Background: an optimization exercise with open tools, aiming at small area, a short achievable clock period and few clock cycles. Do not read the settings as production practice. The RTL was checked by simulation tests, not by an equivalence proof against the original design. Power and IR drop assume default switching activity.

==> design/flow/design.v <==
module mips_top (input         clk,
                 input         rst,
                 input         port_sel,
                 input         port_en,
                 input  [31:0] user_input,
                 input  [31:0] mem_rdata,
                 output [7:0]  mem_addr,
                 output [31:0] mem_wdata,
                 output        mem_we,
                 output [31:0] outport,
                 output        halted);
    reg [31:0] inport0, inport1, outp;
    always @(posedge clk) begin
        if (port_en && !port_sel) inport0 <= user_input;
        if (port_en &&  port_sel) inport1 <= user_input;
    end
    assign outport = outp;
    reg  [7:0]  ma;      
    reg         fv;      
    reg  [7:0]  ra;      
    reg  [7:0]  da;      
    reg  [7:0]  da1;     
    reg         dv;      
    reg         dbp;     
    reg         dtk;     
    reg         btb_v, btb_1, btb_2, btb_f;
    reg  [7:0]  ras;
    reg  [7:0]  btb_a, btb_t;
    reg         mwe;
    reg  [31:0] mwd;
    assign mem_addr  = ma;
    assign mem_we    = mwe;
    assign mem_wdata = mwd;
    reg         ldm;     
    reg  [4:0]  ldm_rt;
    reg         ldw;     
    reg  [4:0]  ldw_rt;
    reg         hlt;
    assign halted = hlt;
    reg         rst_q;
    always @(posedge clk)
        rst_q <= rst;
    reg  [31:0] ir;
    reg         iv;
    reg         ir_bp;   
    reg         ir_btb;  
    reg  [31:0] rpc;     
    reg         xv;
    reg  [31:0] xa, xb;  
    reg  [31:0] xalt;    
    reg         mq;      
    reg  [29:0] aq;      
    reg  [15:0] ximm;
    reg  [4:0]  x_wa;    
    reg         x_wr;    
    reg         x_sub, x_rsum, x_rand, x_ror, x_rxor, x_rsll, x_rsrl, x_rslt;
    reg         x_lw, x_sw, x_beq, x_bne, x_pred, x_jr, x_mult, x_sgn, x_halt, x_btb;
    wire [5:0]  op    = ir[31:26];
    wire [5:0]  fn    = ir[5:0];
    wire [4:0]  rs    = ir[25:21];
    wire [4:0]  rt    = ir[20:16];
    wire [4:0]  rd    = ir[15:11];
    wire [15:0] imm   = ir[15:0];
    wire rtype   = (op == 6'h00);
    wire f_addu  = rtype && (fn == 6'h21);
    wire f_subu  = rtype && (fn == 6'h23);
    wire f_and   = rtype && (fn == 6'h24);
    wire f_or    = rtype && (fn == 6'h25);
    wire f_xor   = rtype && (fn == 6'h26);
    wire f_sll   = rtype && (fn == 6'h00);
    wire f_srl   = rtype && (fn == 6'h02 || fn == 6'h03);
    wire f_slt   = rtype && (fn == 6'h2a || fn == 6'h2b);
    wire f_mult  = rtype && (fn == 6'h18 || fn == 6'h19);
    wire f_mfhi  = rtype && (fn == 6'h10);
    wire f_mflo  = rtype && (fn == 6'h12);
    wire f_jr    = rtype && (fn == 6'h08);
    wire i_add   = (op == 6'h09) || (op == 6'h0a);
    wire i_and   = (op == 6'h0c);
    wire i_or    = (op == 6'h0d);
    wire i_xor   = (op == 6'h0e);
    wire i_sub   = (op == 6'h10);
    wire i_lw    = (op == 6'h23);
    wire i_sw    = (op == 6'h2b);
    wire i_beq   = (op == 6'h04);
    wire i_bne   = (op == 6'h05);
    wire i_j     = (op == 6'h02);
    wire i_jal   = (op == 6'h03);
    wire i_halt  = (op == 6'h3f);
    wire lw_p0   = i_lw && (imm == 16'hFFF8);
    wire lw_p1   = i_lw && (imm == 16'hFFFC);
    wire lw_mem  = i_lw && !lw_p0 && !lw_p1;
    wire i_alu   = i_add || i_and || i_or || i_xor || i_sub;
    wire branch  = i_beq || i_bne;
    wire pred    = ir_bp;             
    wire r_wr = rtype ? !(f_mult || f_jr) :
                (i_alu || lw_p0 || lw_p1 || i_jal);
    wire [4:0] r_wa = rtype ? rd : (i_jal ? 5'd31 : rt);
    wire a_zero = lw_p0 || lw_p1 || i_jal || f_mfhi || f_mflo;
    wire b_rt   = !(i_alu || lw_p0 || lw_p1 || i_jal || f_mfhi || f_mflo);
    wire [31:0] rf_a, rf_b;
    wire        w_we = ldw ? (ldw_rt != 5'd0) : (x_exec && x_wr);
    wire [4:0]  w_wa = ldw ? ldw_rt : x_wa;
    wire [31:0] w_wd = ldw ? mem_rdata : x_res;
    register_file i_rf (.clk(clk), .rst(rst_q), .we(w_we), .wa(w_wa), .wd(w_wd),
                        .ra0(rs), .ra1(rt), .en0(!a_zero), .en1(b_rt),
                        .rd0(rf_a), .rd1(rf_b));
    wire        mbusy;
    wire [31:0] hi, lo;
    wire        x_exec  = xv && !ldw && !hlt;
    wire        x_free  = !xv || x_exec;
    wire        x_free_d = !(xv && ldw);       
    wire [31:0] sum     = xa + (x_sub ? ~xb : xb) + {31'd0, x_sub};
    wire        lt      = (xa[31] ^ xb[31]) ? xa[31] : sum[31];
    function [31:0] rev32(input [31:0] v);
        integer i;
        for (i = 0; i < 32; i = i + 1) rev32[i] = v[31 - i];
    endfunction
    wire [31:0] shin    = x_rsll ? rev32(xb) : xb;
    wire [31:0] shr     = shin >> ximm[10:6];
    wire [31:0] shout   = x_rsll ? rev32(shr) : shr;
    wire [31:0] x_res   = ({32{x_rsum}} & sum)
                        | ({32{x_rand}} & (xa & xb))
                        | ({32{x_ror}}  & (xa | xb))
                        | ({32{x_rxor}} & (xa ^ xb))
                        | ({32{x_rsll | x_rsrl}} & shout)
                        | {31'd0, x_rslt & lt};
    mips_mul i_mul (.clk(clk), .rst(rst_q), .start(x_exec && x_mult), .sgn(x_sgn),
                    .a(xa), .b(xb), .busy(mbusy), .hi(hi), .lo(lo));
    wire        eq       = (xa == xb);
    wire        taken    = (x_beq && eq) || (x_bne && !eq);
    wire        mispred  = (x_beq || x_bne) && (taken != x_pred);
    wire        jr_miss  = x_jr && (xa[9:2] != rpc[9:2]);
    wire        x_redir  = x_exec && (mispred || jr_miss);
    wire [31:0] xtarget  = x_jr ? xa : xalt;
    wire [9:0]  dsum     = xa[9:0] + ximm[9:0];
    wire [31:0] zimm_x   = {16'd0, ximm};
    wire [31:0] K        = 32'h0000FFFC;
    wire [31:0] cneed    = xa ^ zimm_x ^ K;
    wire [31:0] cgen     = {(xa[30:0] & zimm_x[30:0]) | ((xa[30:0] ^ zimm_x[30:0]) & ~K[30:0]), 1'b0};
    wire        to_port  = (cneed == cgen);
    wire        x_mem    = x_exec && (x_lw || (x_sw && !to_port));
    function automatic ldhit(input [4:0] l);
        ldhit = (l != 5'd0) && (rs == l || rt == l || (rtype && rd == l) || (i_jal && l == 5'd31));
    endfunction
    wire haz = (xv && x_lw && ldhit(x_wa)) || (ldm && ldhit(ldm_rt)) || (ldw && ldhit(ldw_rt)) ||
               ((f_mfhi || f_mflo) && (mbusy || (xv && x_mult))) ||
               (xv && x_jr);                  
    wire r_adv   = iv && x_free_d && !haz;      
    wire r_go    = r_adv && !hlt && !x_redir;
    wire r_jump  = i_j || i_jal || f_jr || (branch && pred);
    wire [31:0] rpc4    = rpc + 32'd4;
    wire [31:0] btarget = {rpc[31:2] + {14'd0, imm} + 30'd1, 2'b00};
    wire [31:0] rtarget = (i_j || i_jal) ? {rpc4[31:28], ir[25:0], 2'b00} :
                          f_jr ? {rpc[31:10], ras, 2'b00} : btarget;
    wire fxa = xv && x_wr && (x_wa == rs) && !a_zero;
    wire fxb = xv && x_wr && (x_wa == rt) && b_rt;
    wire [31:0] a_base = rf_a;
    wire [31:0] b_base = rf_b
                       | ({32{i_alu}}  & {16'd0, imm})
                       | ({32{lw_p0}}  & inport0)
                       | ({32{lw_p1}}  & inport1)
                       | ({32{i_jal}}  & rpc4)
                       | ({32{f_mfhi}} & hi)
                       | ({32{f_mflo}} & lo);
    wire [31:0] a_next = fxa ? x_res : a_base;
    wire [31:0] b_next = fxb ? x_res : b_base;
    wire ir_free = r_adv || !iv;
    wire btb_hit = btb_v && fv && (ma == btb_a);
    wire btb_x   = btb_f ? btb_2 : btb_1;
    wire btb_tk  = btb_hit && !btb_x;
    wire accept  = dv && !x_redir && ir_free;
    wire d_op_j  = (mem_rdata[31:27] == 5'b00001);
    wire d_op_b  = (mem_rdata[31:27] == 5'b00010) && mem_rdata[7];
    wire d_op_jr = (mem_rdata[31:26] == 6'd0) && (mem_rdata[5:0] == 6'h08);
    wire d_jump  = accept && !dbp && (d_op_j || d_op_b || d_op_jr);
    wire [7:0] dtarget = d_op_j ? mem_rdata[7:0] : d_op_jr ? ras : da1 + mem_rdata[7:0];
    wire drop    = dv && !x_redir && !ir_free;
    reg [7:0] seq_base;
    always @(*) begin
        if (x_redir)      seq_base = xtarget[9:2];
        else if (drop)    seq_base = da;
        else if (!fv)     seq_base = ra;
        else if (btb_tk)  seq_base = btb_t;
        else              seq_base = ma + 8'd1;
    end
    wire [7:0] seq_next = d_jump ? dtarget : seq_base;
    always @(posedge clk) begin
        if (rst) begin
            ma     <= 8'd0;
            fv     <= 1'b1;
            dv     <= 1'b0;
            mwe    <= 1'b0;
            ldm    <= 1'b0;
            ldw    <= 1'b0;
            iv     <= 1'b0;
            xv     <= 1'b0;
            hlt    <= 1'b0;
            mq     <= 1'b0;
            btb_v  <= 1'b0;
            ras    <= 8'd0;
        end else begin
            if (d_jump && d_op_j && mem_rdata[26])
                ras <= da1;
            if (iv && branch && pred && !(btb_v && btb_a == rpc[9:2])) begin
                btb_v <= 1'b1;
                btb_1 <= 1'b0;
                btb_2 <= 1'b0;
                btb_f <= 1'b0;
                btb_a <= rpc[9:2];
                btb_t <= btarget[9:2];
            end else begin
                if (x_exec && (x_beq || x_bne) && (x_btb || x_pred)) begin
                    btb_1 <= taken && (xa == 32'd1) && (xb == 32'd0);
                    btb_2 <= taken && (xa == 32'd2) && (xb == 32'd0);
                end
                if (btb_hit)
                    btb_f <= 1'b1;
                else if (x_exec && (x_beq || x_bne) && (x_btb || x_pred))
                    btb_f <= 1'b0;
            end
            dv <= fv && !x_redir && !drop && !d_jump;
            if (x_mem) begin
                ma <= dsum[9:2];
                fv <= 1'b0;
            end else begin
                ma <= seq_next;
                fv <= 1'b1;
            end
            if (x_redir)
                iv <= 1'b0;
            else if (ir_free)
                iv <= accept;
            mq <= x_exec && mispred;
            if (r_go)
                xv <= 1'b1;
            else if (x_exec)
                xv <= 1'b0;
            mwe  <= x_exec && x_sw && !to_port;
            ldm  <= x_exec && x_lw;
            ldw  <= ldm;
            if (x_exec && x_halt)
                hlt <= 1'b1;
        end
    end
    always @(posedge clk) begin
        if (rst)
            outp <= 32'd0;
        else if (x_exec && x_sw && to_port)
            outp <= xb;
    end
    always @(posedge clk) begin
            if (rst_q)
                rpc <= 32'd0;
            else if (x_exec && x_jr)
                rpc <= xa;
            else if (mq)
                rpc <= {aq, 2'b00};
            else if (r_go)
                rpc <= r_jump ? rtarget : rpc4;
    end
    always @(posedge clk) begin
        da  <= ma;
        da1 <= ma + 8'd1;
        aq  <= xalt[31:2];
        if (x_mem)
            ra <= seq_next;
        dbp <= btb_hit;
        dtk <= btb_tk;
        if (ir_free) begin
            ir    <= mem_rdata;
            ir_bp  <= (dbp && dtk) || d_jump;
            ir_btb <= dbp;
        end
        if (x_free_d) begin
            xa     <= a_next;
            xb     <= b_next;
            xalt   <= pred ? rpc4 : btarget;
            ximm   <= imm;
            x_wa   <= r_wa;
            x_wr   <= r_wr && (r_wa != 5'd0);
            x_sub  <= f_subu || i_sub || f_slt;
            x_rsum <= !(f_and || i_and || f_or || i_or || f_xor || i_xor || f_sll || f_srl || f_slt);
            x_rand <= f_and || i_and;
            x_ror  <= f_or  || i_or;
            x_rxor <= f_xor || i_xor;
            x_rsll <= f_sll;
            x_rsrl <= f_srl;
            x_rslt <= f_slt;
            x_lw   <= lw_mem;
            x_sw   <= i_sw;
            x_beq  <= i_beq;
            x_bne  <= i_bne;
            x_pred <= pred;
            x_btb  <= ir_btb;
            x_jr   <= f_jr;
            x_mult <= f_mult;
            x_sgn  <= !fn[0];
            x_halt <= i_halt;
        end
        mwd    <= xb;
        ldm_rt <= x_wa;
        ldw_rt <= ldm_rt;
    end
endmodule
module register_file (input             clk,
                      input             rst,
                      input             we,
                      input      [4:0]  wa,
                      input      [31:0] wd,
                      input      [4:0]  ra0,
                      input      [4:0]  ra1,
                      input             en0,     
                      input             en1,
                      output     [31:0] rd0,
                      output     [31:0] rd1);
    wire [31:0] wsel = we ? (32'd1 << wa) : 32'd0;
    wire [31:0] wbus = rst ? 32'd0 : wd;
    wire [31:0] rv [0:31];
    assign rv[0] = 32'd0;
    genvar r;
    generate
        for (r = 1; r < 32; r = r + 1) begin : g_reg
            reg [31:0] q;
            always @(posedge clk)
                if (rst || wsel[r])
                    q <= wbus;
            assign rv[r] = q;
        end
    endgenerate
    wire [31:0] sel0 = (32'd1 << ra0) & {32{en0}};
    wire [31:0] sel1 = (32'd1 << ra1) & {32{en1}};
    reg  [31:0] o0, o1;
    integer k;
    always @(*) begin
        o0 = 32'd0;
        o1 = 32'd0;
        for (k = 1; k < 32; k = k + 1) begin
            o0 = o0 | ({32{sel0[k]}} & rv[k]);
            o1 = o1 | ({32{sel1[k]}} & rv[k]);
        end
    end
    assign rd0 = o0;
    assign rd1 = o1;
endmodule
module mips_mul (input             clk,
                 input             rst,
                 input             start,
                 input             sgn,
                 input      [31:0] a,
                 input      [31:0] b,
                 output            busy,
                 output     [31:0] hi,
                 output     [31:0] lo);
    reg [32:0] ma;     
    reg [35:0] mb;     
    reg [33:0] acc;    
    reg [3:0]  cnt;    
    reg        one0, two0, neg0, one1, two1, neg1;    
    assign busy = (cnt != 4'd0);
    assign hi   = {acc[27:0], mb[35:32]};
    assign lo   = mb[31:0];
    function [2:0] booth(input [2:0] t);
        case (t)
            3'b001, 3'b010: booth = 3'b100;    
            3'b011:         booth = 3'b010;    
            3'b100:         booth = 3'b011;    
            3'b101, 3'b110: booth = 3'b101;    
            default:        booth = 3'b000;    
        endcase
    endfunction
    wire [37:0] ax   = {{5{ma[32]}}, ma};
    wire [37:0] sel0 = one0 ? ax : (two0 ? {ax[36:0], 1'b0} : 38'd0);
    wire [37:0] sel1 = one1 ? ax : (two1 ? {ax[36:0], 1'b0} : 38'd0);
    wire [37:0] r0   = sel0 ^ {38{neg0}};                     
    wire [37:0] r1x  = sel1 ^ {38{neg1}};
    wire [37:0] r1   = {r1x[35:0], neg1, neg1};               
    wire [37:0] r2   = {{4{acc[33]}}, acc};
    wire [37:0] s    = r0 ^ r1 ^ r2;
    wire [37:0] c    = {((r0 & r1) | (r0 & r2) | (r1 & r2)), neg0};
    wire [37:0] sum  = s + c + {37'd0, neg1};
    wire [35:0] bx   = {sgn ? {4{b[31]}} : 4'b0, b};
    always @(posedge clk) begin
        if (rst) begin
            acc <= 34'd0;
            mb  <= 36'd0;
            cnt <= 4'd0;
        end else if (start) begin
            mb  <= bx;
            acc <= 34'd0;
            cnt <= 4'd9;
        end else if (busy) begin
            acc <= sum[37:4];
            mb  <= {sum[3:0], mb[35:4]};
            cnt <= cnt - 4'd1;
        end
    end
    always @(posedge clk) begin
        if (start) begin
            ma <= {sgn & a[31], a};
            {one0, two0, neg0} <= booth({bx[1], bx[0], 1'b0});
            {one1, two1, neg1} <= booth({bx[3], bx[2], bx[1]});
        end else begin
            {one0, two0, neg0} <= booth({mb[5], mb[4], mb[3]});
            {one1, two1, neg1} <= booth({mb[7], mb[6], mb[5]});
        end
    end
endmodule
==> design/flow/flow/run.sh <==
#!/bin/bash
set -o pipefail
bash standard.sh SETUP_SLACK_MARGIN=10 \
    "BUFFER_PORTS_ARGS=-buffer_cell sky130_fd_sc_hd__buf_4" \
    finish > standard.log 2>&1
==> design/flow/standard.sh <==
#!/bin/bash
# synth_recipe.tcl (not shown) runs the flow's synth.tcl, then flattens the netlist and writes it again
# the make line also repeats each setting of config.mk as NAME=value (left out here)
make -C /OpenROAD-flow-scripts/flow DESIGN_CONFIG=/design/flow/config.mk WORK_HOME=/design/flow/orfs CLKGATE_MAP_FILE= SYNTH_SCRIPT=/design/flow/synth_recipe.tcl "${@:-finish}"
==> design/flow/config.mk <==
export PLATFORM = sky130hd
export DESIGN_NAME = mips_top
export DESIGN_NICKNAME = mips_top
export VERILOG_FILES = /design/flow/design.v
export SDC_FILE = /design/flow/constraint.sdc
export NUM_CORES = 8
export LEC_CHECK = 0
export CAP_MARGIN = 20
export CORE_MARGIN = 2
export CORE_UTILIZATION = 50
export CTS_CLUSTER_DIAMETER = 60
export CTS_CLUSTER_SIZE = 20
export PLACE_DENSITY = 0.65
export SLEW_MARGIN = 20
==> design/flow/constraint.sdc <==
create_clock -name core_clock -period 14.0 [get_ports {clk}]
set_input_delay 2.8000 -clock core_clock [delete_from_list [all_inputs] [get_ports {clk}]]
set_output_delay 2.8000 -clock core_clock [all_outputs]
set_load 0.01 [all_outputs]
==> results of run 1 <==
worst max-delay path by stage:
stage	end	depth (start not counted)	slack [ns]
after floorplan	ra[7]	9	9.31
after global placement	xb[7]	13	7.68
after detailed placement	ras[4]	10	8.10
after CTS	ma[1]	11	9.81
after global routing	xb[31]	10	9.77
final	xb[31]	11	9.66
stage by stage:
stage / area [µm²] / utilization / setup slack, ns / cells / power (W)
after floorplan: 77400 / - / 9.31 / 6394 / 0.00911
after global placement: 81700 / 0.532 / 7.68 / 8385 / 0.0111
after detailed placement: 81700 / 0.532 / 8.10 / 8387 / 0.0111
after CTS: 91000 / 0.593 / 9.81 / 8883 / 0.0156
after global routing: 95800 / 0.624 / 9.77 / 9128 / 0.0166
final: 95900 / 0.625 / 9.66 / 9170 / 0.0164
report_power, final:
| group | internal (W) | leakage [nW] | total, W | switching (W) |
|---|---|---|---|---|
| clock | 0.00209 | 2.23 | 0.00404 | 0.00195 |
| sequential | 0.00667 | 15.3 | 0.00756 | 0.000893 |
| combinational | 0.00155 | 17.2 | 0.00479 | 0.00324 |
| total | 0.0103 | 34.8 | 0.0164 | 0.00609 |
metal layers:
metal,vias up,GRT usage,routed length (µm)
met5,-,0.0616,2220
li1,26800,-,-
met4,63,0.414,51800
met2,8941,0.669,158000
met3,3321,0.285,78700
met1,35300,0.575,130000
cell type report:
type	count	share of cell area
inverters	166	0.00677
clock buffers	147	0.0365
well taps	2044	0.0267
flip-flops and latches	1545	0.458
diodes	48	0.00125
repair buffers	896	0.101
multi-input cells	4232	0.357
clock inverters	92	0.0117
cells by family (layout without fill, tap and decap cells):
logic type,count (synthesis),count (layout),share of synthesized area
simple gates,1472,1480,0.0920
xor+xnor,316,316,0.0359
compound gates,2005,2021,0.197
fa+ha+maj,237,237,0.0430
other cells,0,48,0
flops,1545,1545,0.568
mux,178,178,0.0301
buf+inv,641,1301,0.0338
flip-flops by register name, indices dropped and copies added, names as in the netlist, 33 cells and up:
signal,cells
i_mul.ma,33
i_mul.acc,34
i_mul.mb,36
i_rf.g.q,992
cells in the final DEF, fill, tap and decap left out, types with 38 or more instances in the layout:
cell type	count
edfxtp_1	1284
buf_4	561
a22oi_1	447
nand2_1	398
nor2_1	322
a22o_1	282
a21oi_1	236
a221oi_1	222
xnor2_1	185
dfxtp_1	175
nand4_1	171
ha_1	170
buf_6	166
clkbuf_16	165
inv_1	155
o21ai_0	129
xor2_1	124
nand3_1	113
mux2i_1	107
buf_12	99
a221oi_2	75
a222oi_1	72
dfxtp_2	66
nor3_1	63
nor3_2	55
diode_2	48
fa_1	42
a21o_1	41
mux4_2	40
a311oi_1	38
repair_timing:
item,4_1_cts,5_1_grt
gates resized for setup,545,485
cloned,27,27
pin swaps,82,194
setup endpoints to repair,1974,1421
setup buffers,230,209
==> run summary, run 1 <==
* Worst stage delay on the critical path at 0.64 ns
* Cell accounting for the most synthesized area: edfxtp_1
* Slew HR at 0.0517
* Required time worst endpoint at 14.56 ns
* Die W at 397 µm
* Synth Register Bits at 1545
* Cell with the most instances on the worst path: nand4_1
* I/O pin cnt at around 140
* RSZ-0062 raised after global routing: yes
* Worst-margin pin slew at 1.42 ns
* Nets at 7279
* Post-synth top area share at 0.500
* Final Setup Violations at 0
* Crit path capture type: register
* Critical path class: register to register
* Hold Startpoint: xalt[21]
* Post-route ant nets at 0
* Crit start category: register
* Top cells by area, synth: edfxtp_1, dfxtp_1, a22oi_1
* Bufs on Longest Clock Path at 3
* Worst r2r path cells at 11
* Asr flop ratio synth at 0
* Routed wire length at 421 mm
* Share of layout cells above drive strength 1 at 0.256
* Count of clock tree sinks at 1545
* Smallest hold slack at 0.342 ns
* Post-synth EDFFs at 1284
* Post-synthesis cell area at 0.0771 mm²
* Distinct cells, synth at 96
* Fmax achieved at 0.230 GHz
* Worst path cell trace: buf_12, nand4_1, or4_4, a211oi_4, or4_4, or2_4, nand4_1, nor4_2, nand4_1, a2111o_1, o21a_1
* CTS tree: done
* Slew Viols, Final at 0
* Hold depth at 0
* Setup TNS at 0 ns
* PwrDens at 171 mW/mm²
* Avg Inst Size Synth at 12.1 µm²
* Status: finished clean
* Row cnt at ~140
* DR pass1 iterations at 15
* Via density at just over 8
* Clock Root Buffer: clkbuf_16
* Worst reg2reg setup slack at between 9 and 10 ns
* Global-route wire length before repair at 541 mm
* R2R Path Start: ir[5]
* CP startpoint: ir[5]
* Hold buffers post-CTS at 0
* Htree depth at 4
* Post-layout min period at 4.34 ns
* CP arrival at about 5 ns
* GR Overflow Total at 0
* Slowest-stage cell, CP: nand4_1
* Max-cap violation count at 0
* Starting Density at 0.502
* Register Area at between 0.04 and 0.05 mm²
* RR Endpoint: xb[31]
* Number of global-route vias before repair at 65500
* Core region area at 0.154 mm²
* Filler cells at approximately 12000
* Placer Congestion at 1.06
* CTS clk-pin slew, worst paths at 0.08 ns
* Max VDD drop at 0.000141 V
* Iteration-0 DRC Markers at ~17000
* Die H at 397 µm
* PortBufs at about 140
* Mapped Cells at 6394
* Largest net degree at the start of global routing at 87
* Delay-heaviest family, CP: simple AND/OR/NAND/NOR gates
* Die ar. at 0.157 mm²
* Total CTS buffers at 133
* GRT Util Overall at 0.502
* Tcrit/Tclk final at 0.310
* Leak pwr at 34.8 nW
* Area delta synth->final at 24.4%
* Syn Nets at 6699
* Worst Hold Path EP: aq[19]
* Worst skew pair latency at 0.84 ns
* Hold Crit Class: register to register
* Final HPWL DP at 242 mm
* Crit path max fanout at 7
* Main synth FF type: edfxtp_1
* Skew final at 0.0622 ns
* Dominant cell by count in the synthesized netlist: edfxtp_1
* Worst Path Buf+Inv at 1
* Via count at between 70000 and 80000
* Avg WL per Cell at 45.9 µm
* Final Hold Vio Count at 0
* Synth top cells by count: edfxtp_1, a22oi_1, nand2_1
* DRC viols at 0
* Yosys Warn Count at 3
* Area of the multi-input gates at approximately 0.034 mm²
* Register area share after synthesis at 0.568
* Initial antenna violation count at 35
Testbench counts, summed over its fixed seeds: cycles 184,562.
==> run 2, diff against run 1 <==
--- a/design/flow/design.v
+++ b/design/flow/design.v
@@ -100,5 +100,5 @@
     wire [31:0] rf_a, rf_b;
-    wire        w_we = ldw ? (ldw_rt != 5'd0) : (x_exec && x_wr);
-    wire [4:0]  w_wa = ldw ? ldw_rt : x_wa;
-    wire [31:0] w_wd = ldw ? mem_rdata : x_res;
+    reg         w_we;
+    reg  [4:0]  w_wa;
+    reg  [31:0] w_wd;
     register_file i_rf (.clk(clk), .rst(rst_q), .we(w_we), .wa(w_wa), .wd(w_wd),
@@ -197,2 +197,3 @@
             hlt    <= 1'b0;
+            w_we   <= 1'b0;
             mq     <= 1'b0;
@@ -201,4 +202,4 @@
         end else begin
-            if (d_jump && d_op_j && mem_rdata[26])
-                ras <= da1;
+            if (iv && i_jal)
+                ras <= rpc4[9:2];
             if (iv && branch && pred && !(btb_v && btb_a == rpc[9:2])) begin
@@ -233,2 +234,3 @@
             mq <= x_exec && mispred;
+            w_we <= ldw ? (ldw_rt != 5'd0) : (x_exec && x_wr);
             if (r_go)
@@ -302,2 +304,4 @@
         ldw_rt <= ldm_rt;
+        w_wa   <= ldw ? ldw_rt : x_wa;
+        w_wd   <= ldw ? mem_rdata : x_res;
     end
@@ -329,16 +333,6 @@
     endgenerate
-    wire [31:0] sel0 = (32'd1 << ra0) & {32{en0}};
-    wire [31:0] sel1 = (32'd1 << ra1) & {32{en1}};
-    reg  [31:0] o0, o1;
-    integer k;
-    always @(*) begin
-        o0 = 32'd0;
-        o1 = 32'd0;
-        for (k = 1; k < 32; k = k + 1) begin
-            o0 = o0 | ({32{sel0[k]}} & rv[k]);
-            o1 = o1 | ({32{sel1[k]}} & rv[k]);
-        end
-    end
-    assign rd0 = o0;
-    assign rd1 = o1;
+    wire fw0 = we && (wa == ra0) && (wa != 5'd0);
+    wire fw1 = we && (wa == ra1) && (wa != 5'd0);
+    assign rd0 = {32{en0}} & (fw0 ? wd : rv[ra0]);
+    assign rd1 = {32{en1}} & (fw1 ? wd : rv[ra1]);
 endmodule
--- a/design/flow/config.mk
+++ b/design/flow/config.mk
@@ -9,6 +9,6 @@
 export CORE_MARGIN = 2
-export CORE_UTILIZATION = 50
+export CORE_UTILIZATION = 55
 export CTS_CLUSTER_DIAMETER = 60
 export CTS_CLUSTER_SIZE = 20
-export PLACE_DENSITY = 0.65
+export PLACE_DENSITY = 0.7
 export SLEW_MARGIN = 20
==> run 2 against run 1 <==
Still clean on timing, DRC and antenna; routed wire length down 14%; first-iteration DRC count down 9.9%; synthesized cell count up 8.3%; global-route usage down 2.7 points; utilization up 0.93 points; area after synthesis up 2.5%; combinational power down 15%; non-clock buffer count down 288; largest cell class unchanged; highest routed layer unchanged.
==> run summary, run 2 <==
* Status: finished clean
* Post-layout min period at 4.29 ns
* Crit path capture type: register
* Crit start category: register
* Crit path max fanout at 22
* DR pass1 iterations at 13
* Largest net degree at the start of global routing at slightly above 90
* Number of global-route vias before repair at 64700
* Top cells by area, synth: edfxtp_1, a22oi_1, dfxtp_1
* Cell accounting for the most synthesized area: edfxtp_1
* CTS clk-pin slew, worst paths at 0.08 ns
* Hold depth at 0
* Avg WL per Cell at approximately 40 µm
* Yosys Warn Count at 3
* Crit. path cell count at 11
* Max VDD drop at 0.000156 V
* GRT Util Overall at 0.475
* Worst stage delay on the critical path at approximately 0.64 ns
* Max FFs per register at approximately 1000
* Fmax achieved at 0.233 GHz
* Delay-heaviest family, CP: simple AND/OR/NAND/NOR gates
* Bufs on Longest Clock Path at 3
* Worst-margin pin slew at 1.31 ns
* Die W at 383 µm
* Mapped Cells at about 7000
* Synth Register Bits at 1583
* Placer Congestion at 1.07
* Clock Root Buffer: clkbuf_16
* Biggest register: i_rf.g.q
* RSZ-0062 raised after global routing: yes
* Via count at 70800
* Die ar. at 0.147 mm²
* Distinct cells, synth at 88
* Hold Crit Class: register to register
* Area delta synth->final at 14.8%
* Post-route ant nets at 0
* Share of layout cells above drive strength 1 at 0.172
* Row cnt at 139
* Required time worst endpoint at roughly 15 ns
* Die H at 383 µm
* Slowest-stage cell, CP: or3b_2
* Starting Density at 0.552
* Final HPWL DP at between 200 and 250 mm
* Worst reg2reg setup slack at a little under 10 ns
* Slew HR at 0.128
* Core region area at 0.143 mm²
* Setup TNS at 0 ns
* Filler cells at 11100
* Worst skew pair latency at 0.81 ns
* Slew Viols, Final at 0
* Worst r2r path cells at 11
* Skew final at 0.0400 ns
* Smallest hold slack at 0.329 ns
* Hold buffers post-CTS at 0
* Avg Inst Size Synth at 11.4 µm²
* Commonest cells after routing, fill and taps aside: edfxtp_1, a22oi_1, nand2_1, buf_4, nor2_1
* Asr flop ratio synth at 0
* DRC viols at 0
* Routed wire length at 361 mm
* Final Setup Violations at 0
* Commonest non-fill, non-tap cell in the layout: edfxtp_1
* Via density at 7.74
* Max-cap violation count at 0
* I/O pin cnt at 142
* Main synth FF type: edfxtp_1
* Synth top cells by count: edfxtp_1, a22oi_1, nand2_1
* Htree depth at 3
* GR Overflow Total at 0
* Worst Path Buf+Inv at 1
* Total CTS buffers at 118
* Tcrit/Tclk final at 0.306
* Count of clock tree sinks at between 1500 and 2000
* Critical path class: register to register
* PortBufs at 141
* Global-route wire length before repair at ~490 mm
* Worst path cell trace: or3b_2, nor2_4, buf_6, a22oi_1, nand2_1, nor3_1, nand3_1, o21ai_0, a21oi_1, nor3_1, a21oi_1
* PwrDens at between 150 and 200 mW/mm²
* Leak pwr at approximately 34 nW
* Largest regs: i_rf.g.q (992), i_mul.mb (36), i_mul.acc (34)
* CP arrival at 4.93 ns
* Initial antenna violation count at 31
* CTS tree: done
* Final Hold Vio Count at 0
* Post-synthesis cell area at 0.0790 mm²
* Nets at around 7500
* Iteration-0 DRC Markers at 15400
* Register area share after synthesis at 0.564
* Syn Nets at a little over 7000
* Dominant cell by count in the synthesized netlist: edfxtp_1
* Post-synth top area share at 0.488
* Post-synth EDFFs at 1284
-- run 2: changes by cell type in the layout (fill, tap and decap cells not counted), sizes merged, moves of 47 or more --
cell / previous run / this run
nand3: 120 / 176
a22o: 283 / 3
nand4: 171 / 116
mux2i: 107 / 181
buf: 857 / 601
o21ai: 157 / 223
a221oi: 306 / 51
nor2: 371 / 449
clkbuf: 178 / 131
nand2: 442 / 635
a22oi: 461 / 959
-- run 2: layout make-up --
| class | count | area (µm²) | share of cell area |
|---|---|---|---|
| flip-flops and latches | 1583 | 44700 | 0.492 |
| multi-input cells | 4682 | 33800 | 0.373 |
| repair buffers | 608 | 5250 | 0.0579 |
| clock buffers | 127 | 3050 | 0.0336 |
| well taps | 1903 | 2380 | 0.0262 |
| clock inverters | 73 | 905 | 0.00997 |
| inverters | 158 | 604 | 0.00666 |
| diodes | 14 | 35.0 | 0.000386 |
-- run 2: through the flow --
stage	util	instances	setup WS, ns	cell area (µm²)	power (W)
after floorplan	-	6927	9.51	79100	0.00847
after global placement	0.580	8690	8.63	83100	0.0102
after CTS	0.622	9031	9.91	89000	0.0139
final	0.634	9148	9.71	90700	0.0144
after detailed placement	0.580	8692	8.59	83100	0.0102
after global routing	0.634	9137	9.82	90700	0.0146
-- run 2: worst paths after layout --
check,end,startpoint
setup / recovery,xb[9],ir[19]
hold / removal,aq[26],xalt[28]
setup reg to reg,xb[9],ir[19]
hold reg to reg,aq[26],xalt[28]
-- run 2: power breakdown --
part	total, W	internal, W	switching (W)
registers	0.00672	0.00614	0.000582
logic	0.00409	0.00128	0.00281
clock network	0.00361	0.00171	0.00189
-- run 2: cells by family (layout without fill, tap and decap cells) --
family,after synthesis,in the layout,synth area share
and+or+nand+nor,1811,1814,0.106
other,0,14,0
adders and majority gates,237,237,0.0420
xor gates and xnor gates,331,331,0.0367
buffers and inverters,665,966,0.0317
DFF,1583,1583,0.564
AOI/OAI and AO/OA,2058,2058,0.184
muxes,242,242,0.0366
-- run 2: repair_timing --
action                     CTS  global route
buffers inserted           133            99
gates resized for setup    247           186
setup endpoints to repair  265           248
pin swaps                   43           100
cloned                       6             4
-- run 2: metal layers --
metal,wire [µm],track usage
met3,64700,0.226
met2,143000,0.658
met1,114000,0.571
met5,308,0.00926
met4,39100,0.351
Testbench counts of run 2, summed over its fixed seeds: cycles 184,562.
==> run 3, diff against run 2 <==
==> design/flow/flow/run.sh (replaced) <==
#!/bin/bash
set -o pipefail
bash standard.sh SETUP_SLACK_MARGIN=10 finish > standard.log 2>&1
==> run 3 against run 2 <==
Highest routed layer unchanged; power grew 2.6%; design area up 0.50%; worst hold slack better by 0.0068 ns.
==> run summary, run 3 <==
* Iteration-0 DRC Markers at 14700
* Clock Root Buffer: clkbuf_16
* Die ar. at 0.147 mm²
* Setup TNS at 0 ns
* PwrDens at 162 mW/mm²
* Crit path max fanout at 22
* Commonest non-fill, non-tap cell in the layout: edfxtp_1
* Post-layout min period at 4.25 ns
* Final Setup Violations at 0
* Post-synthesis mux area share at 0.0366
* Post-route ant nets at 0
* Crit start category: register
* Yosys Warn Count at 3
* Worst-margin pin slew at 1.21 ns
* Tcrit/Tclk final at 0.304
* Hold buffers post-CTS at 0
* Die W at 383 µm
* Placed Instances at 8713
* DR pass1 iterations at 13
* GRT Util Overall at 0.484
* Dominant cell by count in the synthesized netlist: edfxtp_1
* Filler cells at 11100
* CTS tree: done
* Core region area at 0.143 mm²
* I/O pin cnt at 142
* Share of layout cells above drive strength 1 at 0.162
* Syn Nets at about 7200
* Via density at just under 8
* Mapped Cells at 6927
* Largest net degree at the start of global routing at between 80 and 90
* Worst slack, placed at 7.99 ns
* Count of clock tree sinks at about 1600
* Nets at 7451
* Number of global-route vias before repair at 65200
* Post-synthesis cell area at 0.0790 mm²
* Asr flop ratio synth at 0
* Total CTS buffers at 133
* Top cells by area, synth: edfxtp_1, a22oi_1, dfxtp_1
* Required time worst endpoint at 14.65 ns
* Largest family of logic cells by synthesized area: compound AO/OA/AOI/OAI gates
* Synthesized-area fraction occupied by adder cells at 0.0420
* DRC viols at 0
* Simple-Gate Fraction of Synth Area at 0.106
* Hold Crit Class: register to register
* Commonest cells after routing, fill and taps aside: edfxtp_1, a22oi_1, nand2_1, buf_4, nor2_1
* Slew HR at 0.194
* PortBufs at 141
* Main synth FF type: edfxtp_1
* CP arrival at 4.90 ns
* Via count at between 70000 and 80000
* Slew Viols, Final at 0
* Total chip power at 0.0148 W
* Status: finished clean
* Area delta synth->final at 15.4%
* Biggest register: i_rf.g.q
* Distinct cells, synth at 88
* Fmax achieved at 0.235 GHz
* Smallest hold slack at 0.336 ns
* Worst skew pair latency at roughly 0.8 ns
* Row cnt at 139
* Global-route wire length before repair at 498 mm
* Starting Density at 0.552
* Final HPWL DP at 213 mm
* Cell Count, Final, Fillers Out at 9156
* Avg Inst Size Synth at between 10 and 15 µm²
* CTS clk-pin slew, worst paths at 0.08 ns
* Leak pwr at 33.6 nW
* Final Hold Vio Count at 0
* Max-cap violation count at 0
* Largest regs: i_rf.g.q (992), i_mul.mb (36), i_mul.acc (34)
* Synth top cells by count: edfxtp_1, a22oi_1, nand2_1
* Register area share after synthesis at 0.564
* GR Overflow Total at 0
* Bufs on Longest Clock Path at 3
* Crit path capture type: register
* Post-synth EDFFs at between 1000 and 1500
* Worst reg2reg setup slack at 9.75 ns
* Routed wire length at 367 mm
* Post-synth top area share at 0.488
* XOR/XNOR Fraction of Synth Area at 0.0367
* Skew final at 0.0578 ns
* Compound-gate portion of the synthesized area at 0.184
* Htree depth at 4
* Cell accounting for the most synthesized area: edfxtp_1
* Avg WL per Cell at 40.1 µm
* Placer Congestion at 1.04
* Critical path class: register to register
* Synth Register Bits at 1583
* Die H at between 300 and 400 µm
* Max FFs per register at 992
* Initial antenna violation count at 27
* Final Worst Setup Slack at 9.75 ns
* RSZ-0062 raised after global routing: yes
* Max VDD drop at 0.000147 V
==> run 3: kinds of logic (layout without fill, tap and decap cells) <==
logic type      Yosys count  in the layout
compound gates         2058           2059
xor+xnor                331            331
fa+ha+maj               237            237
buf+inv                 665            976
flops                  1583           1583
mux                     242            242
other cells               0             11
simple gates           1811           1814
==> run 3: final timing paths <==
check             startpoint  endpoint  cells after the start
hold reg to reg     xalt[15]    aq[13]                      0
hold / removal      xalt[15]    aq[13]                      0
setup / recovery      ir[19]    xb[11]                     12
setup reg to reg      ir[19]    xb[11]                     12
==> run 3: final cells by class <==
type                       count  area [µm²]  share of cell area
tap                         1903        2380              0.0261
antenna                       11        27.5            0.000302
sequential                  1583       44700               0.490
clock buffer                 151        3610              0.0396
inverter                     158         601             0.00659
clock inverter                80        1010              0.0110
timing repair buffer         587        5080              0.0557
multi-input combinational   4683       33800               0.371
==> run 3: worst max-delay path: stages (launching register included) <==
cell      delay (ns)
edfxtp_1        0.44
buf_4           0.16
or3b_2          0.59
nor2_4          0.53
buf_4           0.65
a22oi_1         0.22
nand4_1         0.13
nor2_1          0.06
nand3_1         0.30
o21ai_0         0.31
a21oi_1         0.41
nor2_1          0.12
a21oi_1         0.14
==> run 3: routing by layer <==
layer	vias up	track usage	wire [µm]
met3	2399	0.211	62100
met1	33300	0.587	119000
li1	27300	-	-
met4	34	0.363	38800
met5	-	0.0198	717
met2	7442	0.676	146000
==> run 3: through the flow <==
step	util	area (µm²)
after global routing	0.637	91200
final	0.637	91200
after global placement	0.584	83600
after floorplan	-	79100
after CTS	0.627	89800
after detailed placement	0.584	83600
==> run 3: power breakdown <==
| group | switching (W) | internal, W |
|---|---|---|
| combinational | 0.00283 | 0.00123 |
| sequential | 0.000555 | 0.00613 |
| clock | 0.00197 | 0.00207 |
==> run 3: repair_timing <==
action                                  in CTS  in global routing
endpoints found under the setup margin     239                223
gates resized for setup                    551                165
setup buffers                              113                 77
pin swaps                                   43                110
cloned                                       7                  4
==> run 4, diff against run 3 <==
==> design/flow/flow/run.sh (replaced) <==
#!/bin/bash
set -o pipefail
bash standard.sh SETUP_SLACK_MARGIN=10.3 finish > standard.log 2>&1
==> run 4 against run 3 <==
Non-clock buffer count rose by 93; clock power fell by 8.2%; utilization rose by 1.0 points; maximum frequency rose by 2.6%; area after synthesis did not move; die area did not move; sequential power barely moved; critical path type unchanged.
==> run summary, run 4 <==
* Status: finished clean
* GR Util met3 at 0.212
* Slew HR at 0.224
* Crit start category: register
* RSZ-0062 raised after global routing: yes
* Nets at around 7500
* DR pass1 iterations at 11
* Avg Inst Size Synth at 11.4 µm²
* GRT Util Overall at 0.480
* Main synth FF type: edfxtp_1
* Final Setup Violations at 0
* Worst-margin pin slew at 1.16 ns
* Required time worst endpoint at around 15 ns
* Total chip power at 0.0147 W
* Core region area at 0.143 mm²
* Initial antenna violation count at 25
* Cell accounting for the most synthesized area: edfxtp_1
* Critical path class: register to register
* Post-synth EDFFs at 1284
* Worst skew pair latency at 0.81 ns
* Max FFs per register at 992
* Final Hold Vio Count at 0
* Count of clock tree sinks at 1583
* I/O pin cnt at 142
* Area delta synth->final at 17.3%
* Met2 GRT Util at 0.670
* Crit path capture type: register
* Post-synthesis cell area at 0.0790 mm²
* Post-layout util at 0.647
* CTS clk-pin slew, worst paths at 0.09 ns
* Iteration-0 DRC Markers at 15300
* Largest regs: i_rf.g.q (992), i_mul.mb (36), i_mul.acc (34)
* Routed wire length at 364 mm
* Biggest register: i_rf.g.q
* Htree depth at 3
* Max VDD drop at 0.000160 V
* Slew Viols, Final at 0
* Row cnt at 139
* Worst stage delay on the critical path at 0.61 ns
* Cell with the most instances on the worst path: nand2_1
* Via count at 71000
* Crit path max fanout at 6
* Share of layout cells above drive strength 1 at 0.186
* Asr flop ratio synth at 0
* Setup TNS at 0 ns
* Final Worst Setup Slack at about 9.9 ns
* Total CTS buffers at 121
* Tcrit/Tclk final at 0.296
* CTS tree: done
* Syn Nets at 7232
* Dominant cell by count in the synthesized netlist: edfxtp_1
* Yosys Warn Count at 3
* Cell Area, Placed at 0.0837 mm²
* Leak pwr at 34.1 nW
* Skew final at between 0.06 and 0.07 ns
* Synth Register Bits at 1583
* Final standard cell area without fillers at around 0.093 mm²
* Post-layout min period at 4.14 ns
* Die H at 383 µm
* PwrDens at 158 mW/mm²
* Distinct cells, synth at 88
* Via density at 7.69
* Fmax achieved at 0.242 GHz
* Number of global-route vias before repair at 65200
* Post-synth top area share at 0.488
* GR Overflow Total at 0
* Worst path cell trace: nand2_1, o21ai_0, xnor2_1, fa_1, ha_2, nand2_1, a2111oi_4, a22oi_2, o311ai_4, buf_4, a31oi_4, o211ai_1, a21oi_2, xnor2_1, nand2_1, a21oi_1
* Max-cap violation count at 0
* Avg WL per Cell at a little under 40 µm
* DRC viols at 0
* Synth top cells by count: edfxtp_1, a22oi_1, nand2_1
* Worst slack, placed at ~8 ns
* PortBufs at 141
* CP arrival at 4.82 ns
* Gr busiest metal: met2
* Post-route ant nets at 0
* Commonest non-fill, non-tap cell in the layout: edfxtp_1
* Mapped Cells at 6927
* Hold Crit Class: register to register
* Worst Path Buf+Inv at 1
* Largest net degree at the start of global routing at 80
* Top cells by area, synth: edfxtp_1, a22oi_1, dfxtp_1
* Register area share after synthesis at 0.564
* Die ar. at 0.147 mm²
* Slowest-stage cell, CP: edfxtp_1
* Global-route wire length before repair at 496 mm
* Commonest cells after routing, fill and taps aside: edfxtp_1, a22oi_1, nand2_1, buf_4, nor2_1
* Delay-heaviest family, CP: compound AO/OA/AOI/OAI gates
* Final HPWL DP at 210 mm
* Bufs on Longest Clock Path at 3
* Starting Density at 0.552
* Hold buffers post-CTS at 0
* M1 GR Usage at 0.577
* Clock Root Buffer: clkbuf_16
* Placer Congestion at 1.10
* Die W at approximately 380 µm
[run 4: cell counts after synthesis]
No cell type changed its count.
[run 4: logic make-up (layout without fill, tap and decap cells)]
| family | count (synthesis) | count (layout) | share of synthesized area |
|---|---|---|---|
| buffers and inverters | 665 | 1053 | 0.0317 |
| and+or+nand+nor | 1811 | 1816 | 0.106 |
| AOI/OAI and AO/OA | 2058 | 2058 | 0.184 |
| adders and majority gates | 237 | 237 | 0.0420 |
| xor gates and xnor gates | 331 | 331 | 0.0367 |
| DFF | 1583 | 1583 | 0.564 |
| muxes | 242 | 242 | 0.0366 |
| other | 0 | 16 | 0 |
[run 4: worst paths after layout]
check,from,end,slack (ns),cells past startpoint
setup / recovery,i_mul.ma[4],i_mul.acc[21],9.86,16
hold / removal,xalt[10],aq[8],0.34,0
setup reg to reg,i_mul.ma[4],i_mul.acc[21],9.86,16
hold reg to reg,xalt[10],aq[8],0.34,0
[run 4: worst register-to-register path: stages (launching register included)]
cell and delay (ns):
edfxtp_1 0.61, nand2_1 0.13, o21ai_0 0.25, xnor2_1 0.18
fa_1 0.46, ha_2 0.41, nand2_1 0.11, a2111oi_4 0.35
a22oi_2 0.16, o311ai_4 0.42, buf_4 0.19, a31oi_4 0.09
o211ai_1 0.27, a21oi_2 0.10, xnor2_1 0.14, nand2_1 0.06
a21oi_1 0.15
[run 4: cell type report]
| cell class | instances | area (µm²) |
|---|---|---|
| sequential | 1583 | 44700 |
| tap | 1903 | 2380 |
| timing repair inverter | 1 | 7.51 |
| multi-input combinational | 4684 | 34700 |
| fill | 10900 | 50500 |
| inverter | 158 | 609 |
| clock buffer | 136 | 3170 |
| clock inverter | 78 | 956 |
| timing repair buffer | 680 | 6190 |
| antenna | 16 | 40.0 |
[run 4: metrics by stage]
stage	cells	hold WS, ns
final	9239	0.340
after global routing	9225	0.334
after CTS	9125	0.338
after detailed placement	8704	0.327
after global placement	8704	0.324
after floorplan	6927	0.323
[run 4: metal layers]
layer  wire (µm)  up-vias
li1            -    27500
met1      116000    33600
met2      146000     7579
met3       63300     2395
met4       38600       26
met5         517        -
[run 4: timing repair]
item                                    CTS  global route
cloned                                   12             3
gates resized for setup                 760           219
endpoints found under the setup margin  326           295
pin swaps                               143           126
buffers inserted                        195            94
[run 4: power by group]
group	switching (W)	internal (W)	leakage (nW)	total, W
Combinational	0.00287	0.00136	16.5	0.00423
Clock	0.00191	0.00180	2.01	0.00371
Sequential	0.000577	0.00613	15.6	0.00671
Total	0.00536	0.00930	34.1	0.0147
==> run 5, diff against run 4 <==
--- a/design/flow/design.v
+++ b/design/flow/design.v
@@ -104,4 +104,3 @@
     register_file i_rf (.clk(clk), .rst(rst_q), .we(w_we), .wa(w_wa), .wd(w_wd),
-                        .ra0(rs), .ra1(rt), .en0(!a_zero), .en1(b_rt),
-                        .rd0(rf_a), .rd1(rf_b));
+                        .ra0(rs), .ra1(rt), .rd0(rf_a), .rd1(rf_b));
     wire        mbusy;
@@ -156,5 +155,7 @@
     wire fxb = xv && x_wr && (x_wa == rt) && b_rt;
-    wire [31:0] a_base = rf_a;
-    wire [31:0] b_base = rf_b
-                       | ({32{i_alu}}  & {16'd0, imm})
+    wire fwa = !a_zero && !fxa && w_we && (w_wa == rs);
+    wire fwb = b_rt && !fxb && w_we && (w_wa == rt);
+    wire fra = !a_zero && !fxa && !fwa;
+    wire frb = b_rt && !fxb && !fwb;
+    wire [31:0] b_alt  = ({32{i_alu}}  & {16'd0, imm})
                        | ({32{lw_p0}}  & inport0)
@@ -164,4 +165,4 @@
                        | ({32{f_mflo}} & lo);
-    wire [31:0] a_next = fxa ? x_res : a_base;
-    wire [31:0] b_next = fxb ? x_res : b_base;
+    wire [31:0] a_next = ({32{fxa}} & x_res) | ({32{fwa}} & w_wd) | ({32{fra}} & rf_a);
+    wire [31:0] b_next = ({32{fxb}} & x_res) | ({32{fwb}} & w_wd) | ({32{frb}} & rf_b) | b_alt;
     wire ir_free = r_adv || !iv;
@@ -315,4 +316,2 @@
                       input      [4:0]  ra1,
-                      input             en0,     
-                      input             en1,
                       output     [31:0] rd0,
@@ -333,6 +332,4 @@
     endgenerate
-    wire fw0 = we && (wa == ra0) && (wa != 5'd0);
-    wire fw1 = we && (wa == ra1) && (wa != 5'd0);
-    assign rd0 = {32{en0}} & (fw0 ? wd : rv[ra0]);
-    assign rd1 = {32{en1}} & (fw1 ? wd : rv[ra1]);
+    assign rd0 = rv[ra0];
+    assign rd1 = rv[ra1];
 endmodule
==> design/flow/flow/run.sh (replaced) <==
#!/bin/bash
set -o pipefail
bash standard.sh SETUP_SLACK_MARGIN=10 finish > standard.log 2>&1
==> run 5 against run 4 <==
Critical endpoint is now xb[24]; critical path type unchanged; worst hold slack got worse by 0.015 ns; utilization decreased by 1.2 points; clock skew decreased by 0.018 ns; global-route usage decreased by 0.47 points; highest routed layer unchanged; still clean on timing, DRC and antenna.
==> run summary, run 5 <==
* Routed wl met2 at 143 mm
* Top cells by area, synth: edfxtp_1, dfxtp_1, a221oi_1
* Die W at 381 µm
* Worst skew pair latency at 0.80 ns
* Bufs on Longest Clock Path at 3
* Post-route ant nets at 0
* Main synth FF type: edfxtp_1
* Via density at just under 8
* Slew Viols, Final at 0
* Met1 WL at about 120 mm
* Die ar. at roughly 0.15 mm²
* Max FFs per register at 992
* Iteration-0 DRC Markers at 14500
* Largest net degree at the start of global routing at 79
* GRT Util Overall at 0.475
* Required time worst endpoint at around 15 ns
* Crit start category: register
* Crit path capture type: register
* Row cnt at roughly 140
* Die H at 381 µm
* Max VDD drop at 0.000252 V
* Area delta synth->final at 14.7%
* Worst slack, placed at 8.09 ns
* Worst path cell trace: nand3b_1, nor2_4, buf_4, a22o_1, a221oi_1, nand4_1, o21ai_0, nand4_1
* Initial antenna violation count at 16
* Nets at 7008
* Distinct cells, synth at 97
* DR pass1 iterations at 15
* Core region area at 0.141 mm²
* Commonest non-fill, non-tap cell in the layout: edfxtp_1
* Post-synth top area share at 0.492
* Synth Register Bits at 1583
* Avg Inst Size Synth at 12.0 µm²
* PwrDens at 148 mW/mm²
* Max-cap violation count at 0
* Count of clock tree sinks at ~1600
* Starting Density at 0.554
* Setup TNS at 0 ns
* Top sig layer: met5
* Fmax achieved at 0.243 GHz
* Final Setup Violations at 0
* Worst stage delay on the critical path at 0.86 ns
* Final Worst Setup Slack at 9.89 ns
* CP arrival at ~4.7 ns
* Post-layout min period at 4.11 ns
* Placer Congestion at about 1.0
* I/O pin cnt at 142
* Largest regs: i_rf.g.q (992), i_mul.mb (36), i_mul.acc (34)
* DRC viols at 0
* Global-route wire length before repair at 487 mm
* Dominant cell by count in the synthesized netlist: edfxtp_1
* Via count at 67500
* CTS tree: done
* Total CTS buffers at 117
* RSZ-0062 raised after global routing: yes
* Share of layout cells above drive strength 1 at 0.172
* Post-synthesis cell area at between 0.07 and 0.08 mm²
* Asr flop ratio synth at 0
* Final standard cell area without fillers at about 0.09 mm²
* CTS clk-pin slew, worst paths at about 0.09 ns
* Total chip power at 0.0133 W
* Hold buffers post-CTS at 0
* Crit path max fanout at 22
* Htree depth at 3
* Cell with the most instances on the worst path: nand4_1
* Number of global-route vias before repair at 63300
* Biggest register: i_rf.g.q
* Tcrit/Tclk final at 0.293
* Mapped Cells at approximately 6500
* Clock Root Buffer: clkbuf_16
* Register area share after synthesis at 0.568
* Met3 WL post-DR at just over 60 mm
* Avg WL per Cell at 41.1 µm
* Hold Crit Class: register to register
* Commonest cells after routing, fill and taps aside: edfxtp_1, nand2_1, a221oi_1, buf_4, a22o_1
* Syn Nets at slightly below 7000
* Critical path class: register to register
* Worst-margin pin slew at 1.32 ns
* Yosys Warn Count at 3
* GR Overflow Total at 0
* Cell accounting for the most synthesized area: edfxtp_1
* Leak pwr at 32.6 nW
* Final HPWL DP at 211 mm
* Status: finished clean
* Slowest-stage cell, CP: nor2_4
* PortBufs at 141
* Skew final at 0.0442 ns
* Final Hold Vio Count at 0
* Smallest hold slack at 0.324 ns
* Post-synth EDFFs at 1284
* Synth top cells by count: edfxtp_1, nand2_1, clkbuf_1
* Slew HR at 0.118
* Cell Area, Placed at between 0.08 and 0.09 mm²
* Routed wire length at between 300 and 400 mm
[run 5: cell types whose count changed after synthesis, sizes merged, moves of 61 or more]
cell and delta:
a21oi -61, clkbuf -63, a22o +326, a22oi -655, nand2 -217, a221oi +316
[run 5: power by group]
group | leakage [nW] | switching [W] | internal, W
registers | 15.6 | 0.000575 | 0.00609
clock network | 1.92 | 0.00185 | 0.00176
logic | 15.0 | 0.00211 | 0.000949
total | 32.6 | 0.00453 | 0.00880
[run 5: cell type report]
class                      count  area [µm²]
antenna                        5        12.5
clock buffer                 130        3070
inverter                     155         586
fill                       10800       51500
timing repair buffer         537        4730
sequential                  1583       44700
clock inverter                70         901
multi-input combinational   4302       33500
tap                         1890        2360
[run 5: cells by family (layout without fill, tap and decap cells)]
logic type      Yosys count  after routing  share of synthesized area
mux                     255            255                     0.0389
buf+inv                 633            892                     0.0309
other cells               0              5                          0
flops                  1583           1583                      0.568
compound gates         1969           1972                      0.190
simple gates           1501           1501                     0.0913
xor+xnor                330            330                     0.0369
fa+ha+maj               244            244                     0.0435
[run 5: final timing paths]
kind / from / end / slack [ns] / depth (start not counted)
setup / recovery: ir[19] / xb[24] / 9.89 / 8
hold / removal: xalt[10] / aq[8] / 0.32 / 0
hold reg to reg: xalt[10] / aq[8] / 0.32 / 0
setup reg to reg: ir[19] / xb[24] / 9.89 / 8
[run 5: critical path: cells and delay by family (launching register included)]
family          cells  cell delay, ns
buf+inv             1            0.73
compound gates      3            0.67
flops               1            0.78
simple gates        4            1.72
[run 5: per-layer routing]
layer	GRT usage	vias to the layer above
met2	0.672	6968
met4	0.347	27
li1	-	26200
met3	0.202	2211
met5	0.0142	-
met1	0.577	32100
[run 5: timing repair]
action,4_1_cts,5_1_grt
resized for setup,580,207
setup endpoints to repair,291,200
pin swaps,37,70
cloned,6,2
buffers inserted,90,69
[run 5: stage by stage]
step / util / std cells
3_5_place_dp: 0.586 / 8299
3_3_place_gp: 0.586 / 8299
6_report: 0.636 / 8672
2_1_floorplan: - / 6515
4_1_cts: 0.625 / 8595
5_1_grt: 0.635 / 8667
Testbench counts of run 5, summed over its fixed seeds: cycles 184,562.
==> run 6, diff against run 5 <==
==> design/flow/flow/run.sh (replaced) <==
#!/bin/bash
set -o pipefail
bash standard.sh SETUP_SLACK_MARGIN=10.3 finish > standard.log 2>&1
==> run 6 against run 5 <==
Non-clock buffer count increased by 75; clock skew rose by 0.00068 ns; highest routed layer unchanged; synthesized cell count did not move; combinational power grew 5%.
==> run summary, run 6 <==
* Asr flop ratio synth at 0
* Via count at 69100
* Initial antenna violation count at 23
* Crit path capture type: primary output
* Post-synth top area share at 0.492
* RR Endpoint: i_mul.acc[32]
* Cell Area, Placed at about 0.083 mm²
* Hold depth at 0
* Register area share after synthesis at 0.568
* Via density at 7.87
* Tcrit/Tclk final at 0.292
* PortBufs at around 140
* Nets at between 7000 and 8000
* Hold Crit Class: register to register
* Total CTS buffers at 130
* Skew final at 0.0449 ns
* Max FFs per register at 992
* Worst-margin pin slew at ~1.3 ns
* Htree depth at 4
* Worst path cell trace: buf_6
* Top cells by area, synth: edfxtp_1, dfxtp_1, a221oi_1
* Final Hold Vio Count at 0
* Worst Hold Path EP: aq[21]
* Leak pwr at between 30 and 40 nW
* RSZ-0062 raised after global routing: yes
* Max VDD drop at 0.000146 V
* Die ar. at 0.146 mm²
* Worst reg2reg setup slack at 10.07 ns
* CP arrival at 1.29 ns
* R2R Path Start: i_mul.ma[0]
* DR pass1 iterations at 13
* GR Overflow Total at 0
* Avg Inst Size Synth at 12.0 µm²
* Post-layout min period at 4.09 ns
* GRT Util Overall at 0.487
* Slowest-stage cell, CP: dfxtp_4
* Worst r2r path cells at 18
* Post-synth EDFFs at 1284
* Area delta synth->final at 17.4%
* PwrDens at 151 mW/mm²
* Clock Root Buffer: clkbuf_16
* Required time worst endpoint at 11.20 ns
* Main synth FF type: edfxtp_1
* Final standard cell area without fillers at between 0.09 and 0.1 mm²
* Global-route wire length before repair at ~500 mm
* Delay-heaviest family, CP: flip-flops
* Worst Path Buf+Inv at 1
* Syn Nets at 6827
* Routed wire length at ~370 mm
* Core region area at 0.141 mm²
* Post-synthesis cell area at 0.0784 mm²
* Row cnt at 138
* Slew HR at 0.0944
* Cell accounting for the most synthesized area: edfxtp_1
* Iteration-0 DRC Markers at roughly 14000
* Placer Congestion at 1.03
* Fmax achieved at 0.245 GHz
* Avg WL per Cell at 41.7 µm
* Synth Register Bits at 1583
* Post-route ant nets at 0
* I/O pin cnt at 142
* CTS clk-pin slew, worst paths at 0.08 ns
* Filler cells at 10500
* Crit path max fanout at 2
* Bufs on Longest Clock Path at 3
* Worst skew pair latency at 0.83 ns
* Status: finished clean
* Final HPWL DP at 214 mm
* Crit start category: register
* Smallest hold slack at 0.332 ns
* Slew Viols, Final at 0
* Final Setup Violations at 0
* Starting Density at 0.554
* Max-cap violation count at 0
* Largest regs: i_rf.g.q (992), i_mul.mb (36), i_mul.acc (34)
* Biggest register: i_rf.g.q
* Share of layout cells above drive strength 1 at 0.202
* Count of clock tree sinks at 1583
* Number of global-route vias before repair at 64200
* Distinct cells, synth at 97
* Synth top cells by count: edfxtp_1, nand2_1, clkbuf_1
* Commonest non-fill, non-tap cell in the layout: edfxtp_1
* CTS tree: done
* Yosys Warn Count at 3
* Critical path class: register to primary output
* Largest net degree at the start of global routing at 77
* Die H at 381 µm
* Setup TNS at 0 ns
* Total chip power at approximately 0.014 W
* Hold Startpoint: xalt[23]
* Die W at 381 µm
* Dominant cell by count in the synthesized netlist: edfxtp_1
* Worst stage delay on the critical path at approximately 0.37 ns
* Mapped Cells at 6515
* Commonest cells after routing, fill and taps aside: edfxtp_1, buf_4, nand2_1, a221oi_1, a22o_1
* DRC viols at 0
-- run 6: layout make-up --
cell class	count	area, µm²	share of cell area
Antenna cell	14	35.0	0.000381
Clock inverter	79	1050	0.0114
Timing Repair Buffer	612	5550	0.0603
Sequential cell	1583	44700	0.485
Clock buffer	145	3460	0.0376
Inverter	155	589	0.00640
Multi-Input combinational cell	4301	34300	0.373
Tap cell	1890	2360	0.0257
-- run 6: metal layers --
metal,vias up,global-route usage,wire (µm)
met5,-,0.00364,509
met4,32,0.363,38600
met3,2353,0.224,63600
met2,7412,0.676,146000
met1,32900,0.591,118000
li1,26400,-,-
-- run 6: worst max path at each step --
stage | startpoint | depth (start not counted) | end
6_report | ma[7] | 1 | mem_addr[7]
5_1_grt | mem_rdata[1] | 12 | ma[7]
4_1_cts | ma[7] | 1 | mem_addr[7]
3_5_place_dp | mem_rdata[29] | 10 | ma[2]
3_3_place_gp | mem_rdata[29] | 10 | ma[2]
2_1_floorplan | mem_rdata[1] | 11 | ra[7]
-- run 6: where the power goes --
part | internal [W] | leakage, nW | switching, W | total [W]
sequential | 0.00609 | 15.6 | 0.000605 | 0.00670
combinational | 0.00105 | 15.6 | 0.00217 | 0.00321
clock | 0.00205 | 2.20 | 0.00193 | 0.00398
-- run 6: repair_timing --
action	CTS	global route
setup buffers	180	66
setup endpoints to repair	336	226
hold buffers	0	0
cloned	8	2
resized for setup	783	216
pin swaps	90	118
-- run 6: per-stage QoR --
| step | setup WS, ns | utilization | cells |
|---|---|---|---|
| floorplan | 9.39 | - | 6515 |
| detailed placement | 8.07 | 0.586 | 8284 |
| CTS | 9.90 | 0.639 | 8696 |
| finish | 9.91 | 0.651 | 8779 |
| global placement | 8.09 | 0.586 | 8284 |
| global route | 9.88 | 0.651 | 8767 |
-- run 6: cell families (layout without fill, tap and decap cells) --
kind of cell / after synthesis / count (layout) / share of synthesized area
compound gates: 1969 / 1971 / 0.190
flops: 1583 / 1583 / 0.568
simple gates: 1501 / 1501 / 0.0913
buf+inv: 633 / 991 / 0.0309
xor+xnor: 330 / 330 / 0.0369
mux: 255 / 255 / 0.0389
fa+ha+maj: 244 / 244 / 0.0435
other cells: 0 / 14 / 0
==> run 7, diff against run 6 <==
==> design/flow/flow/run.sh (replaced) <==
#!/bin/bash
set -o pipefail
bash standard.sh SETUP_SLACK_MARGIN=10 \
    "BUFFER_PORTS_ARGS=-buffer_cell sky130_fd_sc_hd__buf_4" \
    finish > standard.log 2>&1
==> run 7 against run 6 <==
Still clean; highest routed layer unchanged; final cell count fell by 1.1%; worst setup slack got worse by 0.0079 ns; combinational power fell by 6%; sequential power barely moved.
==> run summary, run 7 <==
* Status: finished clean
* Tcrit/Tclk final at 0.293
* Post-layout min period at 4.10 ns
* Core region area at ~0.14 mm²
* Slew Viols, Final at 0
* Crit path max fanout at 25
* Global-route wire length before repair at just under 500 mm
* RSZ-0062 raised after global routing: yes
* Asr flop ratio synth at 0
* Required time worst endpoint at 14.54 ns
* Critical path class: register to register
* Row cnt at 138
* RR Endpoint: xa[7]
* Mapped Cells at 6515
* PwrDens at 150 mW/mm²
* Iteration-0 DRC Markers at 13600
* Worst Hold Path EP: aq[22]
* Worst reg2reg setup slack at 9.90 ns
* Bufs on Longest Clock Path at 3
* Largest regs: i_rf.g.q (992), i_mul.mb (36), i_mul.acc (34)
* Hold Crit Class: register to register
* Crit start category: register
* Dominant cell by count in the synthesized netlist: edfxtp_1
* Hold depth at 0
* Max-cap violation count at 0
* Die W at around 380 µm
* Final Hold Vio Count at 0
* Final Setup Violations at 0
* Skew final at 0.0528 ns
* Number of global-route vias before repair at 63600
* Starting Density at 0.554
* DR pass1 iterations at 14
* Worst-margin pin slew at 1.20 ns
* Max FFs per register at 992
* PortBufs at 141
* Avg WL per Cell at 41.5 µm
* Clock Root Buffer: clkbuf_16
* Filler cells at between 10000 and 15000
* Initial antenna violation count at 19
* Worst skew pair latency at a little over 0.8 ns
* GR Overflow Total at 0
* Post-synth top area share at 0.492
* Post-synthesis cell area at around 0.078 mm²
* Final HPWL DP at 214 mm
* Distinct cells, synth at 97
* Crit path capture type: register
* Commonest non-fill, non-tap cell in the layout: edfxtp_1
* Area of the multi-input gates at about 0.033 mm²
* Post-synth EDFFs at 1284
* R2R Path Start: ir[24]
* GRT Util Overall at 0.481
* Leak pwr at around 33 nW
* Largest net degree at the start of global routing at 75
* Area delta synth->final at 14.6%
* Biggest register: i_rf.g.q
* Fmax achieved at ~0.24 GHz
* I/O pin cnt at 142
* Synth Register Bits at 1583
* CTS tree: done
* Worst r2r path cells at 9
* Share of layout cells above drive strength 1 at 0.180
* Syn Nets at 6827
* Avg Inst Size Synth at 12.0 µm²
* Register area share after synthesis at 0.568
* Die ar. at 0.146 mm²
* Die H at 381 µm
* Main synth FF type: edfxtp_1
* Post-route ant nets at 0
* Register Area at ~0.045 mm²
* CP arrival at 4.63 ns
* Cell accounting for the most synthesized area: edfxtp_1
* Synth top cells by count: edfxtp_1, nand2_1, clkbuf_1
* Top cells by area, synth: edfxtp_1, dfxtp_1, a221oi_1
* Via count at 68100
* Via density at 7.84
* Hold Startpoint: xalt[24]
* Hold buffers post-CTS at 0
* Yosys Warn Count at 3
* Nets at 7000
* Count of clock tree sinks at 1583
* Max VDD drop at 0.000138 V
* CTS clk-pin slew, worst paths at 0.09 ns
* Total CTS buffers at 121
* Htree depth at 3
* Slew HR at 0.197
* Placer Congestion at 1.05
* Routed wire length at 361 mm
* Commonest cells after routing, fill and taps aside: edfxtp_1, buf_4, nand2_1, a221oi_1, a22o_1
* Setup TNS at 0 ns
* DRC viols at 0
* Cell Area, Placed at about 0.082 mm²
* Final standard cell area without fillers at 0.0898 mm²
run 7: cell types whose count changed in the layout (fill, tap and decap cells not counted), moves of 9 or more:
cell / before / now
clkdlybuf4s50_1: 53 / 0
ha_1: 165 / 179
clkbuf_16: 139 / 127
o21ai_1: 38 / 20
buf_2: 15 / 0
buf_6: 107 / 90
a21oi_1: 198 / 223
a21oi_2: 30 / 13
nor3_4: 15 / 6
buf_4: 403 / 414
o21ai_0: 186 / 212
run 7: kinds of logic after synthesis:
group                      after synthesis  share of synthesized area
and+or+nand+nor                       1501                     0.0913
DFF                                   1583                      0.568
xor gates and xnor gates               330                     0.0369
AOI/OAI and AO/OA                     1969                      0.190
buffers and inverters                  633                     0.0309
adders and majority gates              244                     0.0435
muxes                                  255                     0.0389
run 7: cell type report:
type                    count  area share
inverters                 155     0.00656
repair buffers            525      0.0504
flip-flops and latches   1583       0.498
multi-input cells        4302       0.372
well taps                1890      0.0263
clock buffers             132      0.0350
clock inverters            82      0.0111
diodes                     17    0.000474
run 7: worst max-delay path by stage:
| stage | from | endpoint | cells after the start |
|---|---|---|---|
| 3_3_place_gp | mem_rdata[29] | ma[2] | 10 |
| 5_1_grt | mem_rdata[1] | ra[7] | 12 |
| 4_1_cts | ma[0] | mem_addr[0] | 1 |
| 6_report | ir[24] | xa[7] | 9 |
| 3_5_place_dp | mem_rdata[29] | ma[2] | 10 |
| 2_1_floorplan | mem_rdata[0] | ra[4] | 9 |
run 7: critical path, stage by stage (launching register included):
cell	delay, ns
edfxtp_1	0.66
nand3_1	0.47
nor2_4	0.19
buf_4	0.41
a22o_1	0.29
a221oi_1	0.24
nand4_1	0.18
nor3_2	0.70
nor2_1	0.28
a221o_1	0.37
run 7: metrics by stage:
step	std cells	power (W)	hold WS [ns]	util	setup WS [ns]
2_1_floorplan	6515	0.00802	0.323	-	9.38
3_3_place_gp	8287	0.00934	0.324	0.583	8.47
3_5_place_dp	8287	0.00938	0.327	0.583	8.41
4_1_cts	8570	0.0131	0.324	0.623	9.90
5_1_grt	8669	0.0137	0.342	0.635	9.85
6_report	8686	0.0135	0.319	0.635	9.90
run 7: report_power, final:
group          internal [W]  switching, W
sequential          0.00609      0.000611
clock               0.00181       0.00192
combinational      0.000956       0.00206
run 7: repair_timing:
action                     in CTS  in global routing
gates cloned                    3                  4
resized for setup             265                162
setup endpoints to repair     253                208
buffers inserted               66                 92
pin swaps                      30                 63
run 7: layer usage:
metal	wire (µm)	up-vias	part of all wire	track usage
li1	-	26200	-	-
met1	115000	32200	0.32	0.573
met2	143000	7273	0.40	0.671
met3	62500	2420	0.17	0.223
met4	40200	23	0.11	0.374
met5	253	-	0.00070	0.00860

what the ideal ports hide:
How much do the figures lean on ideal ports? The routed layouts below were timed once more, with nothing changed but the port constraints. Step 1 sets driving cells, clkbuf_16 on the clock port and buf_2 on the other inputs (assumed; they add their load-dependent delay and slew). Step 2 also shifts input and output timing later by t, the mid clock arrival at the registers, as if the neighbouring blocks saw the same clock. Slacks: ideal / step 1 / step 2; pairs: ideal / step 1.
| run | t, ns | slack for setup (ns) |
|---|---|---|
| run 1 | 0.893 | 9.656 / 9.656 / 9.135 |
| run 2 | 0.870 | 9.714 / 9.714 / 9.183 |
| run 3 | 0.885 | 9.751 / 9.751 / 9.181 |
| run 4 | 0.871 | 9.860 / 9.849 / 9.233 |
| run 5 | 0.862 | 9.892 / 9.845 / 9.097 |
| run 6 | 0.883 | 9.912 / 9.827 / 9.135 |
| run 7 | 0.880 | 9.905 / 9.836 / 9.135 |
After both steps setup and hold are still met in every run listed.
